Context: an optimization exercise on an open-source flow, tuned for small area and a short achievable clock period. The choices shown serve that exercise and are no tape-out recipe. Function was checked by simulation only, so behaviour that the tests miss may differ from the original.

== run 1 ==
## izhikevich
module izhikevich (clk, a, b, c, d, v, u, i, v_prime, u_prime, fired);
For scale: about 27000 sq um of cells after synthesis.
==> flow/config.mk <==
export PLATFORM = sky130hd
export DESIGN_NAME = izhikevich
export DESIGN_NICKNAME = izhikevich
export VERILOG_FILES = /design/flow/design.v
export SDC_FILE = /design/flow/constraint.sdc
export NUM_CORES = 4
export LEC_CHECK = 0
export ABC_AREA = 1
export CAP_MARGIN = 20
export CORE_MARGIN = 2
export CORE_UTILIZATION = 40
export SLEW_MARGIN = 20
==> flow/constraint.sdc <==
create_clock -name core_clock -period 24.0 [get_ports {clk}]
set_input_delay 4.8000 -clock core_clock [delete_from_list [all_inputs] [get_ports {clk}]]
set_output_delay 4.8000 -clock core_clock [all_outputs]
set_load 0.01 [all_outputs]
standard.sh (not shown) runs the stock make flow with config.mk's settings and CLKGATE_MAP_FILE= SYNTH_SCRIPT=/design/flow/synth_recipe.tcl, a recipe that flattens the netlist after the stock synthesis.
==> flow/flow/run.sh <==
#!/bin/bash
# Standard ORFS layout (the standard.sh), with Yosys's generic ABC pass
# skipped before adder extraction and the timing repair aiming for more slack.
set -euo pipefail
bash standard.sh SETUP_SLACK_MARGIN=7.5 SYNTH_ARGS=-noabc finish > standard_flow.log 2>&1
Run 1 was carried through to the last stage, and its layout satisfied the timing, design-rule and antenna checks.
Modified inputs, run 2 compared to run 1
Settings: swapping 40 for 50 in CORE_UTILIZATION.
==> flow/flow/run.sh <==
#!/bin/bash
# Standard ORFS layout through the standard.sh, with two changes:
# no full/half-adder cell extraction in synthesis (ABC maps the adder logic
# to ordinary gates), and timing repair aiming for a larger setup slack.
set -euo pipefail
bash standard.sh ADDER_MAP_FILE= SETUP_SLACK_MARGIN=10 finish > standard_flow.log 2>&1
Results
Sort run 2 and run 1 by total number of placement rows, ascending, and run 2 comes first.
Via count: run 2 higher than run 1
Compared with run 1, run 2 shows a higher netlist area before placement.
Beginning of the critical path: v[1] -> run 2, v[9] -> run 1
Going from run 1 to run 2, final setup slack of the worst path picked up an extra 3.19 ns; clock-cell share of area neither gained nor lost much; final net count picked up an extra about 60%; layout sequential cell count neither gained nor lost much; cell area after layout picked up an extra 3400 sq um.
Run 2 ends up with a post-DP HPWL that is 53% higher than in run 1.
The inputs of run 3 differ from those of run 2 as listed below.
Settings: swapping 50 for 40 in CORE_UTILIZATION.
==> flow/flow/run.sh <==
#!/bin/bash
# Standard ORFS layout (the standard.sh, unchanged synthesis), with the
# timing-repair steps aiming for a larger setup slack than the default.
set -euo pipefail
bash standard.sh SETUP_SLACK_MARGIN=8 finish > standard_flow.log 2>&1
[summary]
Run 3: via count is 17656 lower than what run 2 reported.
Critical path launch point = v[1]: run 2; critical path launch point = b[3]: run 3
Layout cell share with drive strength beyond 1 came out higher on run 3 than on run 2.
Comparing run 3 and run 2, the higher core occupancy in the finished layout was measured on run 2.
For run 4, these inputs were changed with respect to run 3:
Settings: CORE_UTILIZATION: 40 -> 60.
==> flow/flow/run.sh <==
#!/bin/bash
# Standard ORFS layout through the standard.sh, with two changes:
# no full/half-adder cell extraction in synthesis (ABC maps the adder logic
# to ordinary gates), and timing repair aiming for a larger setup slack.
set -euo pipefail
bash standard.sh ADDER_MAP_FILE= SETUP_SLACK_MARGIN=10 finish > standard_flow.log 2>&1
==> comparison <==
- All of run 3 and run 4 finish clean.
- Reported for run 3 and run 4, number of hold buffers added after CTS turned out identical to the last digit.
- Sort run 3 and run 4 by die area desc -> top: run 3
- Of the two values seen for destination of the critical timing path, u_prime[6]$_DFF_P_ was produced by run 3 and v_prime[12]$_DFF_P_ by run 4.
- From run 3 to run 4 the numbers moved as follows: critical path depth moved down, summed instance area of the synthesized netlist now sits higher, die span in y now smaller.
- Cmp run 3 and run 4 / starting utilization of the core area / higher: run 4
- From run 3 to run 4 the numbers moved as follows: share of final-layout standard cells stronger than drive strength 1 fell 6.8 points, worst path setup slack after routing grew by 2.42 ns, area growth from synthesis to layout shows a reduction of 12 points, average wire per standard cell went down.
--- input diff run 4..run 5 ---
Settings: changing CORE_UTILIZATION from 60 to 40.
==> flow/flow/run.sh <==
#!/bin/bash
# Standard ORFS layout (the standard.sh, unchanged synthesis), with the
# timing-repair steps aiming for a larger setup slack than the default.
set -euo pipefail
bash standard.sh SETUP_SLACK_MARGIN=10 finish > standard_flow.log 2>&1
==> results.txt <==
- u_prime[7]$_DFF_P_ as the destination of the critical timing path was reported by run 5, and v_prime[12]$_DFF_P_ by run 4.
- Global-route wire length before repair (run 5 vs. run 4) decreases by more than a quarter
- Between run 5 and run 4, the worst hold slack does not differ in any meaningful way.
- From run 5 to run 4, sequential cell count did not move at all.
- Final worst setup slack: run 5 < run 4
#### Input delta (run 6 over run 5)
Settings: ABC_AREA no longer set, was 1.
diff --git a/flow/flow/run.sh b/flow/flow/run.sh
--- a/flow/flow/run.sh
+++ b/flow/flow/run.sh
@@ -4,2 +4,2 @@
 set -euo pipefail
-bash standard.sh SETUP_SLACK_MARGIN=10 finish > standard_flow.log 2>&1
+bash standard.sh SETUP_SLACK_MARGIN=6 finish > standard_flow.log 2>&1
Results
Per the final summary, run 6 finished and its layout is clean on timing, DRC and antenna. Looking at highest routed metal layer, the met4 result is from run 5; the met5 one comes from run 6. Going from run 5 to run 6, combined area of the multi-input logic cells shrank by a few percent. Run 6 -> run 5: hold slack flat. Core utilization: run 6 lower than run 5.

## afterwards: timing with drivers on the ports
How much do the figures lean on ideal ports? The routed layouts below were timed once more, with nothing changed but the port constraints.
Step 1 (the two cells are an assumption about what drives the block):
set clk [get_ports {clk}]
set_driving_cell -lib_cell sky130_fd_sc_hd__clkbuf_16 $clk
set_driving_cell -lib_cell sky130_fd_sc_hd__buf_2 [delete_from_list [all_inputs] $clk]
Step 2 adds t to the input delays and takes it off the output delays; t is the mean of the earliest and latest rising clock arrival at the registers after step 1. Input paths then give back, and output paths get back, about the clock's delay inside the block.
a / b / c = no drivers / after step 1 / after step 2; a / b = the first two.
run	shift t [ns]	slack for setup (ns)	worst hold slack (ns)	worst register clock-pin slew, ns
run 1	0.315	7.714 / 7.706 / 7.392	5.057 / 5.047 / 5.361	0.06 / 0.06
run 2	0.351	10.904 / 10.932 / 10.581	5.043 / 5.021 / 5.372	0.06 / 0.06
run 3	0.309	8.365 / 8.326 / 8.016	5.041 / 5.032 / 5.341	0.06 / 0.06
run 4	0.350	10.786 / 10.814 / 10.464	5.043 / 5.025 / 5.375	0.06 / 0.06
run 5	0.317	8.673 / 8.619 / 8.302	5.040 / 5.024 / 5.341	0.06 / 0.06
run 6	0.336	6.599 / 6.617 / 6.282	5.043 / 5.023 / 5.359	0.06 / 0.06
After both steps every run listed still meets setup and hold. For run 5, which loses most, drivers alone change the setup slack by -0.054 ns; drivers and shift together by -0.371 ns.
